From an optimization exercise on the open Yosys and OpenROAD flow, aimed at small area; shortcuts taken in it are not production practice. At most, simulation tests tie the RTL to the original design; equivalence was not proved. Function not checked in runs 1 and 3: the RTL went through the layout flow alone. No run shown here takes its clock network from TritonCTS; it comes from the design's own scripts or RTL. The flow treats the clock pin as an ideal source. Dropping or thinning the clock tree relies on that and would not hold on a real chip. Power and IR drop assume default switching activity.

### flow/flow/abc/amap_mux.abc
strash
dch -f
amap -m
### flow/standard.sh
#!/bin/bash
# synth_recipe.tcl (not shown) runs the flow's synth.tcl, then flattens the netlist and writes it again
# the make line also repeats each setting of config.mk as NAME=value (left out here)
make -C /OpenROAD-flow-scripts/flow DESIGN_CONFIG=/design/flow/config.mk WORK_HOME=/design/flow/orfs CLKGATE_MAP_FILE= SYNTH_SCRIPT=/design/flow/synth_recipe.tcl "${@:-finish}"
### flow/flow/abc/synch_amap.abc
strash
&get -n
&synch2
&put
dch -f
amap -m
### flow/config.mk
export PLATFORM = sky130hd
export DESIGN_NAME = ds1302_all_time_rw
export DESIGN_NICKNAME = ds1302_all_time_rw
export VERILOG_FILES = /design/flow/design.v
export SDC_FILE = /design/flow/constraint.sdc
export NUM_CORES = 4
export LEC_CHECK = 0
export CAP_MARGIN = 20
export CORE_MARGIN = 2
export CORE_UTILIZATION = 60
export SLEW_MARGIN = 20
export BUFFER_PORTS_ARGS = -buffer_cell sky130_fd_sc_hd__buf_1
export CTS_ARGS = -sink_clustering_enable -repair_clock_nets -dont_use_dummy_load -buf_list sky130_fd_sc_hd__clkbuf_8
export POST_CTS_TCL = /design/flow/flow/clock.tcl
### flow/flow/abc/amap_twice.abc
strash
dch -f
amap -m
strash
dch -f
amap -m
### flow/flow/synth.tcl
# The standard synthesis (synth_recipe.tcl), with ABC's technology mapping
# done for area: each script in flow/abc/ maps the logic with ABC's
# area-oriented mapper (amap) after a different restructuring, and the
# smallest result (by the library's cell areas) is kept. Only the
# combinational logic changes; the flip-flops are mapped before this step.
proc abc {args} {
  set i [lsearch -exact $args -script]
  set lib_args {}
  foreach lib $::env(LIB_FILES) { lappend lib_args -liberty $lib }
  yosys design -save before_abc
  set best ""
  set best_area 0
  foreach script [lsort [glob $::env(AREA_ABC_DIR)/*.abc]] {
    yosys design -load before_abc
    yosys abc {*}[lreplace $args [expr {$i + 1}] [expr {$i + 1}] $script]
    set stat_file $::env(OBJECTS_DIR)/abc_area_[file rootname [file tail $script]].json
    yosys tee -q -o $stat_file stat -json {*}$lib_args
    set f [open $stat_file r]
    set text [read $f]
    close $f
    if { ![regexp {"area":\s*([0-9.eE+-]+)} $text -> area] } {
      error "no area in $stat_file"
    }
    puts "abc script [file tail $script]: area $area"
    if { $best eq "" || $area < $best_area } {
      set best $script
      set best_area $area
    }
  }
  puts "abc: keeping [file tail $best] (area $best_area)"
  yosys design -load before_abc
  yosys abc {*}[lreplace $args [expr {$i + 1}] [expr {$i + 1}] $best]
}
source $::env(FLOW_SYNTH_TCL)
### flow/flow/run.sh
#!/bin/bash
# Standard ORFS layout with these changes:
#  - synthesis maps the logic with ABC's area-oriented mapper, keeping the
#    smallest of a few ABC scripts (flow/synth.tcl, flow/abc/);
#  - every input and output port gets the smallest buffer;
#  - CTS inserts no dummy loads, and after CTS the clock tree is rebuilt as one
#    root buffer driving four leaf buffers, each driving the flip-flops of one
#    quarter of the die (flow/clock.tcl).
set -euo pipefail
cd "$(dirname "$0")/.."
W=$PWD
cat >> config.mk <<EOC
export BUFFER_PORTS_ARGS = -buffer_cell sky130_fd_sc_hd__buf_1
export CTS_ARGS = -sink_clustering_enable -repair_clock_nets -dont_use_dummy_load -buf_list sky130_fd_sc_hd__clkbuf_8
export POST_CTS_TCL = $W/flow/clock.tcl
EOC
export CLOCK_ROOT_BUF=sky130_fd_sc_hd__clkbuf_2
export CLOCK_LEAF_BUF=sky130_fd_sc_hd__buf_12
export CLOCK_LEAVES=4
export CLOCK_PORT=sclk
export AREA_ABC_DIR=$W/flow/abc
export FLOW_SYNTH_TCL=$W/synth_recipe.tcl
sed "s|SYNTH_SCRIPT=[^ ]*|SYNTH_SCRIPT=$W/flow/synth.tcl|" standard.sh > own_standard.sh
grep -q "SYNTH_SCRIPT=$W/flow/synth.tcl" own_standard.sh
bash own_standard.sh > own_standard.log 2>&1
### flow/constraint.sdc
create_clock -name core_clock -period 10.0 [get_ports {sclk}]
set_input_delay 2.0000 -clock core_clock [delete_from_list [all_inputs] [get_ports {sclk}]]
set_output_delay 2.0000 -clock core_clock [all_outputs]
set_load 0.01 [all_outputs]
### flow/flow/abc/amap_long.abc
strash
dch -f
amap -m -F 4 -A 10 -C 1000
### flow/design.v
module ds1302_all_time_rw #(
    parameter sys_clk_freq = 50_000_000,
    parameter ds1302_clk_speed = 200_000
)
(
    input wire sclk,
    input wire nrst,
    input wire set_trig,
    input wire get_trig,
    input wire[63:0] bcd_time_set,
    output reg[63:0] bcd_time_get,
    output wire ds1302_ce,
    output wire ds1302_sclk,
    output wire ds1302_io_out,
    output wire ds1302_io_oe,
    input wire ds1302_io_in
);
reg [5:0] pre;
wire stp = (pre == 6'b100000);
always @(posedge sclk or negedge nrst) begin
    if (!nrst) pre <= 6'b000001;
    else pre <= {pre[4:0], ~(pre[5] ^ pre[4]) ^ stp};
end
reg [4:0] ux;
reg [1:0] gx;
wire [4:0] u = ux ^ 5'b10000;
wire [1:0] g = gx ^ 2'b10;
reg [3:0] q;
reg get;
wire in_xfer = !u[4] || u[0];
wire wait_st = u[4] && !u[0] && g[1] && !g[0];
wire post    = u[4] && !u[0] && !(g[1] && !g[0]);
wire idle    = (q == 4'd0) && u[4] && !u[0] && (g[1] || g[0]);
wire accept  = idle && (set_trig ^ get_trig);
wire start   = wait_st && stp && (q != 4'd0);
always @(posedge sclk or negedge nrst) begin
    if (!nrst) begin
        ux <= 5'd0;
        gx <= 2'b00;
        q <= 4'd0;
    end
    else if (accept) begin
        ux <= 5'd0;
        gx <= 2'b11;
        q <= 4'd9;
    end
    else if (post || (in_xfer && stp)) begin
        gx <= {g[0], ~g[1]} ^ 2'b10;
        if (g[1] && !g[0]) ux <= (u + 1'b1) ^ 5'b10000;
    end
    else if (start) begin
        ux <= 5'd15;
        q <= q - 1'b1;
    end
end
always @(posedge sclk)
    if (idle) get <= get_trig;
wire [2:0] r = q[3] ? 3'd7 : q[2:0];
wire [7:0] cmd = {1'b1, 3'b000, r, get};
wire [7:0] dat = bcd_time_set[{r, 3'b000} +: 8];
assign ds1302_ce     = in_xfer;
assign ds1302_sclk   = !u[4] && g[0] && !(get && u[3:0] == 4'b1111);
assign ds1302_io_oe  = !(get && !u[4] && (u[3] || (u[2:0] == 3'b111 && g == 2'b10)));
assign ds1302_io_out = !u[4] && (u[3] ? dat[u[2:0]] : cmd[u[2:0]]);
wire shift = get && stp && !u[4] && g == 2'b10 &&
             (u[3] ? (u[2:0] != 3'b111) : (u[2:0] == 3'b111));
genvar k;
generate
    for (k = 0; k < 8; k = k + 1) begin : g_byte
        always @(posedge sclk or negedge nrst) begin
            if (!nrst) bcd_time_get[8*k+7 -: 8] <= 8'd0;
            else if (shift && r == k)
                bcd_time_get[8*k+7 -: 8] <= {ds1302_io_in, bcd_time_get[8*k+7 -: 7]};
        end
    end
endgenerate
endmodule
### flow/flow/abc/amap.abc
strash
dch -f
amap
### flow/flow/clock.tcl
set block [ord::get_db_block]
set db [ord::get_db]
set port_net [$block findNet $::env(CLOCK_PORT)]
set nleaves $::env(CLOCK_LEAVES)

namespace eval ::clkfix {
  variable old_bufs {}
  variable old_nets {}
  variable sinks {}
}

# the clock buffers CTS inserted, and the clock pins they drive
proc ::clkfix::walk {net} {
  variable old_bufs
  variable old_nets
  variable sinks
  foreach it [$net getITerms] {
    if { [$it getIoType] ne "INPUT" } { continue }
    set inst [$it getInst]
    set m [[$inst getMaster] getName]
    if { [string match "sky130_fd_sc_hd__clkbuf_*" $m] } {
      lappend old_bufs $inst
      set onet [[$inst findITerm X] getNet]
      if { $onet ne "NULL" } {
        lappend old_nets $onet
        ::clkfix::walk $onet
      }
    } else {
      lappend sinks $it
    }
  }
}

proc ::clkfix::center {it} {
  set b [[$it getInst] getBBox]
  return [list [expr {([$b xMin] + [$b xMax]) / 2}] [expr {([$b yMin] + [$b yMax]) / 2}]]
}

proc ::clkfix::split_by {items axis} {
  set keyed {}
  foreach it $items { lappend keyed [list [lindex [::clkfix::center $it] $axis] $it] }
  set keyed [lsort -integer -index 0 $keyed]
  set half [expr {[llength $keyed] / 2}]
  set a {}
  set b {}
  set i 0
  foreach k $keyed {
    if { $i < $half } { lappend a [lindex $k 1] } else { lappend b [lindex $k 1] }
    incr i
  }
  return [list $a $b]
}

# a new buffer or inverter cell, its input on net in, its output on net out
proc ::clkfix::add_cell {block master name in out} {
  set inst [odb::dbInst_create $block $master $name]
  foreach m [$master getMTerms] {
    set sig [$m getSigType]
    if { $sig eq "POWER" || $sig eq "GROUND" } { continue }
    if { [$m getIoType] eq "OUTPUT" } {
      [$inst findITerm [$m getName]] connect $out
    } else {
      [$inst findITerm [$m getName]] connect $in
    }
  }
  return $inst
}

::clkfix::walk $port_net
set sinks $::clkfix::sinks
puts "clock.tcl: [llength $::clkfix::old_bufs] CTS buffers, [llength $sinks] clock sinks"

set groups [list $sinks]
set axis 0
while { [llength $groups] < $nleaves } {
  set next {}
  foreach grp $groups {
    foreach h [::clkfix::split_by $grp $axis] { lappend next $h }
  }
  set groups $next
  set axis [expr {1 - $axis}]
}

foreach inst $::clkfix::old_bufs { odb::dbInst_destroy $inst }
foreach n $::clkfix::old_nets { odb::dbNet_destroy $n }

set port $::env(CLOCK_PORT)
set leaf_in $port_net
if { $::env(CLOCK_ROOT_BUF) ne "" } {
  set leaf_in [odb::dbNet_create $block clknet_root_$port]
  $leaf_in setSigType CLOCK
  set root [::clkfix::add_cell $block [$db findMaster $::env(CLOCK_ROOT_BUF)] \
    clkbuf_root_$port $port_net $leaf_in]
}

set leaf_master [$db findMaster $::env(CLOCK_LEAF_BUF)]
set rx 0
set ry 0
set k 0
foreach grp $groups {
  set net [odb::dbNet_create $block clknet_leaf_${k}_$port]
  $net setSigType CLOCK
  set buf [::clkfix::add_cell $block $leaf_master clkbuf_leaf_${k}_$port $leaf_in $net]
  set sx 0
  set sy 0
  foreach it $grp {
    $it disconnect
    $it connect $net
    lassign [::clkfix::center $it] x y
    set sx [expr {$sx + $x}]
    set sy [expr {$sy + $y}]
  }
  set n [llength $grp]
  set bx [expr {$sx / $n}]
  set by [expr {$sy / $n}]
  $buf setLocation $bx $by
  $buf setPlacementStatus PLACED
  set rx [expr {$rx + $bx}]
  set ry [expr {$ry + $by}]
  puts "clock.tcl: leaf $k drives $n sinks"
  incr k
}
if { $::env(CLOCK_ROOT_BUF) ne "" } {
  $root setLocation [expr {$rx / $k}] [expr {$ry / $k}]
  $root setPlacementStatus PLACED
}

detailed_placement
check_placement -verbose
estimate_parasitics -placement
set worst 0
foreach it $sinks {
  set pin [get_pins [[$it getInst] getName]/[[$it getMTerm] getName]]
  foreach s [get_property $pin slew_max] {
    if { $s > $worst } { set worst $s }
  }
}
puts "clock.tcl: worst clock pin slew (placement estimate) $worst"
### flow/flow/abc/resyn_amap.abc
strash
balance
rewrite
refactor
balance
rewrite
rewrite -z
balance
refactor -z
rewrite -z
balance
balance
rewrite
refactor
balance
rewrite
rewrite -z
balance
refactor -z
rewrite -z
balance
dch -f
amap -m
==> results of run 1 <==
-- cells in the mapped netlist (2+ instances only) --
| cell | number | area [sq um] |
|---|---|---|
| nor3_1 | 11 | 55.1 |
| a21oi_1 | 8 | 40.0 |
| o221ai_1 | 6 | 52.6 |
| o32ai_1 | 6 | 52.6 |
| a211oi_1 | 4 | 30.0 |
| ha_1 | 3 | 37.5 |
| o22a_1 | 67 | 587 |
| o21ai_0 | 9 | 45.0 |
| nor2_1 | 28 | 105 |
| nand2_1 | 8 | 30.0 |
| clkinv_1 | 32 | 120 |
| o22ai_1 | 26 | 163 |
| nand3_1 | 4 | 20.0 |
| dfrtp_1 | 80 | 2000 |
| o211ai_1 | 2 | 15.0 |
| a22oi_1 | 2 | 15.0 |
-- power by group through the flow --
| stage | Sequential [mW] | Clock [mW] | Combinational [mW] |
|---|---|---|---|
| after floorplan | 0.339 | 0 | 0.00553 |
| after global placement | 0.338 | 0 | 0.0231 |
| after detailed placement | 0.338 | 0 | 0.0233 |
| after global routing | 0.332 | 0.174 | 0.0260 |
| final | 0.332 | 0.159 | 0.0232 |
-- state kept, by name, summed over array words and instances (netlist names) --
register,count
bcd_time_get,64
get,1
gx,2
pre,6
q,4
ux,5
-- logic make-up (layout without fill, tap and decap cells) --
logic type	after synthesis	count (layout)
and+or+nand+nor	55	55
DFF	82	82
adders and majority gates	3	3
AOI/OAI and AO/OA	138	138
buffers and inverters	32	174
-- metal layers --
metal | global-route usage [%] | part of all wire (%) | up-vias | wire, microns
li1 | - | - | 1512 | -
met1 | 34.6 | 41 | 1506 | 3670
met2 | 49.3 | 50 | 136 | 4470
met3 | 3.60 | 7.0 | 13 | 625
met4 | 6.61 | 1.8 | 0 | 157
met5 | 0 | 0 | - | 0
-- stage by stage --
| stage | power, mW | utilization [%] | setup WS [ns] | cells | hold slack (ns) |
|---|---|---|---|---|---|
| 3_5_place_dp | 0.362 | 74.0 | 4.66 | 518 | 0.367 |
| 6_report | 0.515 | 75.7 | 4.49 | 524 | 0.388 |
| 5_1_grt | 0.532 | 75.7 | 4.21 | 524 | 0.402 |
| 3_3_place_gp | 0.362 | 74.0 | 4.68 | 518 | 0.364 |
| 2_1_floorplan | 0.344 | - | 4.94 | 310 | 0.354 |
-- worst paths after layout --
check                                       from                      endpoint  slack, ns  cells past startpoint
worst min register to register  pre[2]$_DFF_PN0_              pre[3]$_DFF_PN0_       0.39                      0
min in group asynchronous                   nrst   bcd_time_get[5]$_DFFE_PN0P_       1.68                      1
worst max register to register  q[3]$_DFFE_PN0P_  bcd_time_get[12]$_DFFE_PN0P_       6.38                      7
worst max-delay path            q[3]$_DFFE_PN0P_                 ds1302_io_out       4.49                     11
worst min-delay path            pre[2]$_DFF_PN0_              pre[3]$_DFF_PN0_       0.39                      0
max in group asynchronous                   nrst  bcd_time_get[53]$_DFFE_PN0P_       7.68                      1
-- area by class of cell --
| type | instances | area [sq um] |
|---|---|---|
| inverter | 32 | 120 |
| tap | 72 | 90.1 |
| sequential | 82 | 2060 |
| buffer | 5 | 85.1 |
| fill | 417 | 1350 |
| multi-input combinational | 196 | 1350 |
| timing repair buffer | 137 | 519 |
-- worst max-delay path: stages (launching register included) --
cell,delay [ns]
dfrtp_1,0.44
nor2_1,0.39
clkinv_1,0.28
nor2_1,0.25
clkinv_1,0.44
o22a_1,0.36
o221ai_1,0.08
o221ai_1,0.20
o41a_1,0.15
a211oi_1,0.23
a311oi_1,0.08
buf_1,0.14
-- cell usage in the layout (no fill, tap or decap), types with 6 or more instances in the layout --
cell type | netlist | layout
o22a_1 | 67 | 67
o32ai_1 | 6 | 6
dfrtp_1 | 80 | 80
buf_1 | 0 | 135
clkinv_1 | 32 | 32
o221ai_1 | 6 | 6
nor2_1 | 28 | 28
o21ai_0 | 9 | 9
a21oi_1 | 8 | 8
nor3_1 | 11 | 10
o22ai_1 | 26 | 26
nand2_1 | 8 | 8
==> impl_metrics.py, run 1 <==
metrics = {
    "power": {
        "powerDensity_mw_per_mm2": 122,
        "intPower_mw": 0.406,
        "swShare_pct": 21.2,
        "clock_power_share_pct": 31.0,
        "ir_drop_mv": 0.146,
        "leakagePower_nw": 1.74,
        "p_seq_share_pct": 64.5,
        "p_switching_mw": 0.109,
        "comb_power_share_pct": 4.5,
    },
    "floorplan": {
        "num_rows": 27,
        "die_area_sq_mm": 0.00650,
        "die_w_microns": 80.6,
        "die_y_microns": 80.6,
        "core_area_sq_mm": 0.00557,
        "initial_core_util_pct": 63.2,
        "ios": 137,
    },
    "worst_hold_path": {
        "min_path_type": "reg -> reg",
    },
    "final_layout": {
        "post-route-cell-area_sq_mm": 0.00422,
        "drive_above_1_share_pct": 1.99,
        "fin_nets": 526,
        "areaGrowthSynthToFinish_pct": 19.9,
        "num_antenna_cells": 0,
    },
    "grt": {
        "grt_pass1_wl_microns": 13800,
        "grt-ovfl-total": 0,
        "antenna_found_initial": 0,
        "grt_max_degree": 82,
        "grt_pass1_vias": 2960,
        "grt_usage_pct": 27.2,
    },
    "synthesis": {
        "avgSynthCellArea_sq_um": 11.4,
        "synth-xor-area-share_pct": 0,
        "synth_top_family_by_area": "compound AO/OA/AOI/OAI gates",
        "synth_cells": 310,
        "syn_area_sq_mm": 0.00352,
        "syn-num-nets": 382,
        "ys_seq_elements": 82,
        "ys_types": 30,
        "synth_simple_gate_area_share_pct": 6.68,
        "ys_async_sr_fraction_pct": 98.8,
        "ys.flop_type": "dfrtp_1",
        "yosys_warnings": 1,
        "synth-compound-area-share_pct": 30.4,
        "synth_edf_count": 1,
        "ys_seq_area_share_pct": 58.4,
        "synth.area.mux_share_pct": 0,
        "synthAdderAreaFrac_pct": 1.07,
    },
    "timing": {
        "finClkSkew_ns": 0.00914,
        "slew_headroom_pct": 29.2,
        "finalSetupViolCount": 0,
        "fmax_mhz": 182,
        "setup_tns_ns": 0,
        "fin_crit_sh_pct": 55.1,
        "drv_slew": 0,
        "finalHoldViolations": 0,
        "rsz0062_at_grt": "no",
        "fin_crit_ns": 5.51,
        "tightest_slew_ns": 1.05,
    },
    "routing": {
        "drt-initial-drc-count": 181,
        "drt_wl_total_microns": 8930,
        "dr.pass1.iters": 4,
        "viasPerCell": 6.04,
        "dr_total_vias": 3167,
        "wl_per_cell_microns": 17.0,
        "antenna_left": 0,
        "drc": 0,
    },
    "placement": {
        "gp_congestion": 0.880,
        "place_area_sq_mm": 0.00413,
        "port_buffers": 136,
        "dpl.hpwl_microns": 6560,
    },
    "clocking": {
        "cts.sinks": 82,
        "path_clk_slew_ns": 0.08,
        "clk_latency_ns": 0.46,
    },
    "critical_path": {
        "cp-end-kind": "primary output",
        "path_class": "reg -> out",
        "path_max_fanout": 13,
        "start_kind": "flip-flop",
        "crit_required_ns": 8.00,
        "arrival_ns": 3.51,
    },
    "flow_run": {
        "maxCapViolCount": 0,
    },
    "status": {
        "outcome": "no timing/DRC/antenna violations",
    },
}
==> run 2, diff against run 1 <==
--- a/flow/design.v
+++ b/flow/design.v
@@ -64,14 +64,24 @@
 assign ds1302_io_out = !u[4] && (u[3] ? dat[u[2:0]] : cmd[u[2:0]]);
 wire shift = get && stp && !u[4] && g == 2'b10 &&
              (u[3] ? (u[2:0] != 3'b111) : (u[2:0] == 3'b111));
+wire [63:0] shifted;
 genvar k;
 generate
     for (k = 0; k < 8; k = k + 1) begin : g_byte
-        always @(posedge sclk or negedge nrst) begin
-            if (!nrst) bcd_time_get[8*k+7 -: 8] <= 8'd0;
-            else if (shift && r == k)
-                bcd_time_get[8*k+7 -: 8] <= {ds1302_io_in, bcd_time_get[8*k+7 -: 7]};
+        assign shifted[8*k+6 -: 7] = bcd_time_get[8*k+7 -: 7];
+        if (k == 0 || k == 4) begin : g_in
+            assign shifted[8*k+7] = ds1302_io_in;
+        end else begin : g_link
+            assign shifted[8*k+7] = bcd_time_get[8*k-8];
         end
     end
 endgenerate
+always @(posedge sclk or negedge nrst) begin
+    if (!nrst) bcd_time_get[63:32] <= 32'd0;
+    else if (shift && r[2]) bcd_time_get[63:32] <= shifted[63:32];
+end
+always @(posedge sclk or negedge nrst) begin
+    if (!nrst) bcd_time_get[31:0] <= 32'd0;
+    else if (shift && !r[2]) bcd_time_get[31:0] <= shifted[31:0];
+end
 endmodule
==> run 2 against run 1 <==
Net effect:
- critical endpoint unchanged
- cell count down 3.6%
- hold slack worse by 0.0078 ns
- synthesized cell count decreased by 7.1%
- first-iteration DRC count down 8.3%
- routed wire length fell by 7.2%
- register-to-register slack worse by 0.08 ns
- die area down 1.1%
==> impl_metrics.py, run 2 <==
metrics = {
    "critical_path": {
        "crit_required_ns": 8.00,
        "crit_chain": "nor2_1 > buf_4 > clkinv_1 > a221oi_1 > a21oi_1 > o22ai_1 > nor2_1 > nor2_1 > a311oi_1 > a311oi_1 > a311oi_1 > buf_1",
        "cp-end-kind": "primary output",
        "arrival_ns": 3.44,
        "path_class": "reg -> out",
        "reg2reg_from": "q[3]$_DFFE_PN0P_",
        "r2r_end": "ux[4]$_DFFE_PN0P_",
        "cp_slowest_cell": "clkinv_1",
        "rrSetupSlack_ns": 6.30,
        "start_kind": "flip-flop",
        "endpoint": "ds1302_io_out",
        "path_max_fanout": 30,
        "slowest_delay_ns": 0.67,
        "rr_worst_depth": 11,
        "crit_path_start": "q[3]$_DFFE_PN0P_",
    },
    "routing": {
        "drt_wl_total_microns": 8280,
        "viasPerCell": 6.12,
        "dr.pass1.iters": 4,
        "dr_total_vias": 3093,
        "drt-initial-drc-count": 166,
        "antenna_left": 0,
        "drc": 0,
        "wl_per_cell_microns": 16.4,
    },
    "timing": {
        "setup_tns_ns": 0,
        "slew_headroom_pct": 32.9,
        "drv_slew": 0,
        "hold_ws_ns": 0.380,
        "finalHoldViolations": 0,
        "fmax_mhz": 184,
        "finalSetupViolCount": 0,
        "fin_crit_ns": 5.44,
        "finClkSkew_ns": 0.00824,
        "tightest_slew_ns": 1.00,
        "setup_slack_ns": 4.56,
        "fin_crit_sh_pct": 54.4,
        "rsz0062_at_grt": "no",
    },
    "flow_run": {
        "maxCapViolCount": 0,
    },
    "final_layout": {
        "num_antenna_cells": 0,
        "fin_nets": 507,
        "post-route-cell-area_sq_mm": 0.00421,
        "largest_reg_flops": 64,
        "top_regs": "bcd_time_get x64, pre x6, ux x5",
        "multi_input_area_sq_mm": 0.00135,
        "drive_above_1_share_pct": 3.00,
        "final_cell_mix": "135 x buf_1, 80 x dfrtp_1, 64 x o22a_1",
        "areaGrowthSynthToFinish_pct": 20.8,
        "seqCellArea_sq_mm": 0.00206,
        "layout_commonest_cell": "buf_1",
        "largest_register": "bcd_time_get",
        "fillerInstances": 425,
    },
    "placement": {
        "dp_slack_ns": 4.61,
        "port_buffers": 136,
        "gp_congestion": 0.830,
        "dpl.hpwl_microns": 5740,
        "place_area_sq_mm": 0.00412,
    },
    "synthesis": {
        "synth_cells": 288,
        "yosysMostFrequentCell": "dfrtp_1",
        "yosys_warnings": 1,
        "synth.cells.most_frequent": "80 x dfrtp_1, 64 x o22a_1, 21 x clkinv_1, 18 x o22ai_1, 17 x nor2_1",
        "syn-num-nets": 360,
        "ys_seq_elements": 82,
        "ys_types": 31,
        "ys.flop_type": "dfrtp_1",
        "avgSynthCellArea_sq_um": 12.1,
        "ys_seq_area_share_pct": 59.1,
        "synth_edf_count": 1,
        "syn_area_sq_mm": 0.00348,
        "ys_async_sr_fraction_pct": 98.8,
        "synthTopCellsByArea": "dfrtp_1 58%, o22a_1 16%, o221ai_1 3.5%",
        "synth_top_area_cell": "dfrtp_1",
        "synth_top_area_share_pct": 57.5,
    },
    "worst_hold_path": {
        "hold_depth": 0,
        "min_path_type": "reg -> reg",
    },
    "power": {
        "clock_power_share_pct": 30.9,
        "ir_drop_mv": 0.113,
        "comb_power_share_pct": 4.7,
        "leakagePower_nw": 1.74,
        "p_seq_share_pct": 64.4,
        "p_switching_mw": 0.109,
        "power_mw": 0.516,
        "powerDensity_mw_per_mm2": 123,
        "intPower_mw": 0.407,
        "swShare_pct": 21.1,
    },
    "floorplan": {
        "num_rows": 27,
        "ios": 137,
        "die_y_microns": 80.2,
        "initial_core_util_pct": 62.8,
        "core_area_sq_mm": 0.00554,
        "die_w_microns": 80.2,
        "die_area_sq_mm": 0.00643,
    },
    "clocking": {
        "clk_latency_ns": 0.48,
        "path_clk_slew_ns": 0.09,
        "cts.sinks": 82,
    },
    "grt": {
        "grt_max_degree": 82,
        "grt_pass1_vias": 2738,
        "antenna_found_initial": 0,
        "grt_pass1_wl_microns": 12600,
        "grt_usage_pct": 24.4,
        "grt-ovfl-total": 0,
    },
    "status": {
        "outcome": "no timing/DRC/antenna violations",
    },
}
==> run 2: worst min-delay path by stage <==
stage	start	end
global placement	pre[1]$_DFF_PN0_	pre[2]$_DFF_PN0_
detailed placement	pre[1]$_DFF_PN0_	pre[2]$_DFF_PN0_
global route	pre[1]$_DFF_PN0_	pre[2]$_DFF_PN0_
floorplan	pre[1]$_DFF_PN0_	pre[2]$_DFF_PN0_
finish	pre[1]$_DFF_PN0_	pre[2]$_DFF_PN0_
==> run 2: final cells by class <==
class	instances	area share, %
sequential	82	48.9
multi-input combinational	185	32.1
inverter	21	1.87
timing repair buffer	140	12.9
tap	72	2.14
buffer	5	2.02
==> run 2: layer usage <==
metal,track usage [%],up-vias,routed length (microns)
met1,31.8,1497,3360
li1,-,1474,-
met3,4.61,18,518
met5,0,-,0
met2,41.7,104,4210
met4,7.29,0,190
==> run 2: power groups by stage <==
stage                     combinational, mW  clock, mW  sequential (mW)
final                                0.0244      0.160            0.332
after detailed placement             0.0246          0            0.338
after global routing                 0.0275      0.175            0.332
after floorplan                     0.00728          0            0.339
after global placement               0.0238          0            0.338
==> run 2: kinds of logic after synthesis <==
group	share of synthesized area, %
buf+inv	2.26
simple gates	3.92
flops	59.1
fa+ha+maj	1.08
compound gates	33.6
==> run 2: critical path: cells and delay by family, from the launching register on <==
family | cells | cell delay (ns)
compound gates | 6 | 1.16
buf+inv | 3 | 1.11
flops | 1 | 0.42
simple gates | 3 | 0.25
==> run 2: per-stage QoR <==
step           utilization [%]  cells
6_report                  75.9    505
5_1_grt                   75.9    505
3_5_place_dp              74.4    500
3_3_place_gp              74.4    500
2_1_floorplan                -    288
==> run 3, diff against run 2 <==
--- a/flow/design.v
+++ b/flow/design.v
@@ -23,35 +23,41 @@
 end
 reg [4:0] ux;
 reg [1:0] gx;
-wire [4:0] u = ux ^ 5'b10000;
-wire [1:0] g = gx ^ 2'b10;
+wire [4:0] u = ux ^ 5'd17;
+wire [1:0] g = gx ^ 2'b01;
 reg [3:0] q;
 reg get;
-wire in_xfer = !u[4] || u[0];
-wire wait_st = u[4] && !u[0] && g[1] && !g[0];
-wire post    = u[4] && !u[0] && !(g[1] && !g[0]);
-wire idle    = (q == 4'd0) && u[4] && !u[0] && (g[1] || g[0]);
+wire in_xfer = !u[4] || u[3];
+wire idle    = u[4] && !u[3] && u[0] && !g[1] && g[0];
+wire wait_st = u[4] && !u[3] && !u[0] && g[1] && !g[0];
+wire post    = u[4] && !u[3] && (u[0] ? (g == 2'b00) : !(g[1] && !g[0]));
 wire accept  = idle && (set_trig ^ get_trig);
-wire start   = wait_st && stp && (q != 4'd0);
+wire start   = wait_st && stp;
+wire last65  = stp && u == 5'd15 && g == 2'b10 && q == 4'd0;
 always @(posedge sclk or negedge nrst) begin
     if (!nrst) begin
         ux <= 5'd0;
         gx <= 2'b00;
-        q <= 4'd0;
     end
     else if (accept) begin
-        ux <= 5'd0;
-        gx <= 2'b11;
-        q <= 4'd9;
+        ux <= 5'd16 ^ 5'd17;
+        gx <= 2'b01 ^ 2'b01;
+    end
+    else if (last65) begin
+        ux <= 5'd17 ^ 5'd17;
+        gx <= 2'b00 ^ 2'b01;
     end
     else if (post || (in_xfer && stp)) begin
-        gx <= {g[0], ~g[1]} ^ 2'b10;
-        if (g[1] && !g[0]) ux <= (u + 1'b1) ^ 5'b10000;
+        gx <= {g[0], ~g[1]} ^ 2'b01;
+        if (g[1] && !g[0]) ux <= (u + 1'b1) ^ 5'd17;
     end
     else if (start) begin
-        ux <= 5'd15;
-        q <= q - 1'b1;
+        ux <= 5'd31 ^ 5'd17;
     end
+end
+always @(posedge sclk) begin
+    if (accept) q <= 4'd9;
+    else if (start) q <= q - 1'b1;
 end
 always @(posedge sclk)
     if (idle) get <= get_trig;
@@ -69,19 +75,15 @@
 generate
     for (k = 0; k < 8; k = k + 1) begin : g_byte
         assign shifted[8*k+6 -: 7] = bcd_time_get[8*k+7 -: 7];
-        if (k == 0 || k == 4) begin : g_in
-            assign shifted[8*k+7] = ds1302_io_in;
+        if (k == 0) begin : g_in
+            assign shifted[7] = ds1302_io_in;
         end else begin : g_link
             assign shifted[8*k+7] = bcd_time_get[8*k-8];
         end
     end
 endgenerate
 always @(posedge sclk or negedge nrst) begin
-    if (!nrst) bcd_time_get[63:32] <= 32'd0;
-    else if (shift && r[2]) bcd_time_get[63:32] <= shifted[63:32];
-end
-always @(posedge sclk or negedge nrst) begin
-    if (!nrst) bcd_time_get[31:0] <= 32'd0;
-    else if (shift && !r[2]) bcd_time_get[31:0] <= shifted[31:0];
+    if (!nrst) bcd_time_get <= 64'd0;
+    else if (shift) bcd_time_get <= shifted;
 end
 endmodule
==> run 3 against run 2 <==
Net effect:
- still clean
- first-iteration DRC count is 35% lower
- flip-flop and latch count is the same
- die area about the same
- power decreased by 0.40%
- critical path depth shrank 2
- largest cell class unchanged
==> impl_metrics.py, run 3 <==
metrics = {
    "status": {
        "outcome": "no timing/DRC/antenna violations",
    },
    "timing": {
        "fin_crit_sh_pct": 55.2,
        "fin_crit_ns": 5.52,
        "rsz0062_at_grt": "no",
        "drv_slew": 0,
        "slew_headroom_pct": 38.8,
        "finClkSkew_ns": 0.00585,
        "tightest_slew_ns": 0.917,
        "setup_tns_ns": 0,
        "finalSetupViolCount": 0,
        "fmax_mhz": 181,
        "finalHoldViolations": 0,
    },
    "floorplan": {
        "die_y_microns": 80.2,
        "ios": 137,
        "core_area_sq_mm": 0.00557,
        "die_area_sq_mm": 0.00643,
        "initial_core_util_pct": 62.5,
        "num_rows": 27,
        "die_w_microns": 80.2,
    },
    "critical_path": {
        "crit_chain": "buf_1 > a221oi_1 > a21oi_1 > o22ai_1 > nand2_1 > o21ai_0 > o221ai_1 > o311ai_0 > a221oi_1 > buf_1",
        "arrival_ns": 3.52,
        "crit_required_ns": 8.00,
        "cp-end-kind": "primary output",
        "start_kind": "primary input",
        "critical_path_depth": 10,
        "cp_slowest_cell": "a221oi_1",
        "cp.buffers_inverters": 2,
        "slowest_delay_ns": 0.31,
        "path_class": "in -> out",
        "r2r_end": "bcd_time_get[50]$_DFFE_PN0P_",
        "path_max_fanout": 1,
        "rrSetupSlack_ns": 6.34,
        "rr_worst_depth": 8,
        "cp_top_family": "compound AO/OA/AOI/OAI gates",
        "reg2reg_from": "ux[0]$_DFFE_PN0P_",
    },
    "power": {
        "leakagePower_nw": 1.75,
        "powerDensity_mw_per_mm2": 122,
        "ir_drop_mv": 0.142,
    },
    "synthesis": {
        "ys.flop_type": "dfrtp_1",
        "synth_cells": 292,
        "yosys_warnings": 1,
        "synth.cells.most_frequent": "76 x dfrtp_1, 65 x o22a_1, 30 x o22ai_1, 20 x clkinv_1, 12 x nor2_1",
        "synth_top_area_share_pct": 54.6,
        "avgSynthCellArea_sq_um": 11.9,
        "ys_seq_area_share_pct": 58.5,
        "synth_edf_count": 1,
        "synth_top_area_cell": "dfrtp_1",
        "ys_seq_elements": 82,
        "syn_area_sq_mm": 0.00348,
        "yosysMostFrequentCell": "dfrtp_1",
        "syn-num-nets": 366,
        "ys_async_sr_fraction_pct": 93.9,
        "synthTopCellsByArea": "dfrtp_1 55%, o22a_1 16%, o22ai_1 5.4%",
        "ys_types": 31,
    },
    "clocking": {
        "cts.sinks": 82,
        "path_clk_slew_ns": 0.08,
        "clk_latency_ns": 0.46,
    },
    "worst_hold_path": {
        "hold_end": "pre[4]$_DFF_PN0_",
        "min_from": "pre[3]$_DFF_PN0_",
        "min_path_type": "reg -> reg",
        "hold_depth": 0,
    },
    "placement": {
        "gp_congestion": 0.824,
        "port_buffers": 136,
        "dpl.hpwl_microns": 5700,
    },
    "routing": {
        "drc": 0,
        "drt-initial-drc-count": 108,
        "dr.pass1.iters": 4,
        "antenna_left": 0,
        "wl_per_cell_microns": 15.8,
        "dr_total_vias": 3100,
        "drt_wl_total_microns": 8060,
        "viasPerCell": 6.08,
    },
    "grt": {
        "grt_pass1_wl_microns": 12500,
        "antenna_found_initial": 0,
        "grt_pass1_vias": 2723,
        "grt_max_degree": 78,
        "grt-ovfl-total": 0,
        "grt_usage_pct": 24.3,
    },
    "final_layout": {
        "fin_nets": 514,
        "num_antenna_cells": 0,
        "top_regs": "bcd_time_get x64, pre x6, ux x5",
        "layout_commonest_cell": "buf_1",
        "post-route-util_pct": 75.9,
        "largest_reg_flops": 64,
        "areaGrowthSynthToFinish_pct": 21.4,
        "fillerInstances": 416,
        "drive_above_1_share_pct": 2.97,
        "largest_register": "bcd_time_get",
        "final_cell_mix": "135 x buf_1, 76 x dfrtp_1, 65 x o22a_1",
    },
    "flow_run": {
        "maxCapViolCount": 0,
    },
}
## run 3: cell types whose count changed in the layout (fill, tap and decap cells not counted), moves of 4 or more
cell and delta:
o22ai_1 +12, o221ai_1 -7, a21oi_1 -5, o32ai_1 -5, a221oi_1 +4, dfrtp_1 -4, dfxtp_1 +4
## run 3: per-layer routing
| metal | up-vias | share of wire [%] | global-route usage, % |
|---|---|---|---|
| met5 | - | 0 | 0 |
| met4 | 0 | 1.8 | 5.42 |
| met3 | 13 | 7.1 | 4.72 |
| met2 | 121 | 49 | 41.3 |
| met1 | 1465 | 42 | 32.7 |
| li1 | 1501 | - | - |
## run 3: worst max path at each step
stage | end | startpoint
2_1_floorplan | bcd_time_get[0]$_DFFE_PN0P_ | ux[0]$_DFFE_PN0P_
3_3_place_gp | ds1302_io_out | bcd_time_set[8]
3_5_place_dp | ds1302_io_out | bcd_time_set[8]
5_1_grt | ds1302_io_out | bcd_time_set[8]
6_report | ds1302_io_out | bcd_time_set[8]
## run 3: stage by stage
stage / power (mW) / setup WS, ns / instance area [sq um] / hold WS [ns] / std cells
2_1_floorplan: 0.347 / 2.89 / 3490 / 0.354 / 292
3_3_place_gp: 0.363 / 4.54 / 4150 / 0.366 / 505
3_5_place_dp: 0.363 / 4.51 / 4150 / 0.368 / 505
5_1_grt: 0.532 / 4.34 / 4230 / 0.398 / 510
6_report: 0.514 / 4.48 / 4230 / 0.386 / 510
## run 3: area by class of cell
class | count | area, sq um | area share (%)
buffer | 5 | 85.1 | 2.01
inverter | 20 | 75.1 | 1.77
multi-input combinational | 190 | 1390 | 32.9
sequential | 82 | 2040 | 48.2
tap | 72 | 90.1 | 2.13
timing repair buffer | 141 | 552 | 13.0
## run 3: worst register-to-register path, delay by kind of cell (launching register included)
family	cells	cell delay [ns]
buffers and inverters	4	1.96
AO/OA/AOI/OAI	2	0.53
flip-flops	1	0.56
adder cells (fa/ha/maj)	2	0.51
## run 3: power breakdown
| part | total, mW | internal [mW] | switching [mW] |
|---|---|---|---|
| combinational | 0.0250 | 0.0117 | 0.0133 |
| sequential | 0.332 | 0.332 | 0 |
| clock | 0.157 | 0.0638 | 0.0933 |
## run 3: cells by family (layout without fill, tap and decap cells)
family | count (synthesis) | in the layout | synth area share (%)
AOI/OAI and AO/OA | 150 | 150 | 33.1
adders and majority gates | 5 | 5 | 1.80
buffers and inverters | 20 | 166 | 2.15
DFF | 82 | 82 | 58.5
and+or+nand+nor | 35 | 35 | 4.45

## afterwards: timing with drivers on the ports
In the flow no input, the clock included, has a driving cell. The finished layouts below were timed again as built, in two steps.
Step 1 (the two cells are an assumption about what drives the block):
set clk [get_ports {sclk}]
set_driving_cell -lib_cell sky130_fd_sc_hd__clkbuf_16 $clk
set_driving_cell -lib_cell sky130_fd_sc_hd__buf_2 [delete_from_list [all_inputs] $clk]
Step 2 times the ports against the registers' clock, not the clock port: input delays grow and output delays shrink by t, the midpoint of the rising clock arrivals with the driver on.
Three values: ideal ports, drivers, drivers and shift; two values: the first two.
run	t (ns)	setup slack, ns	clock arrival spread, ns
run 1	0.481	4.493 / 4.467 / 4.626	0.009 / 0.010
run 2	0.502	4.561 / 4.534 / 4.557	0.009 / 0.009
run 3	0.483	4.484 / 4.455 / 4.455	0.007 / 0.008
After both steps every run listed still meets setup and hold. For run 3, which loses most, drivers alone change the setup slack by -0.029 ns; drivers and shift together by -0.029 ns.
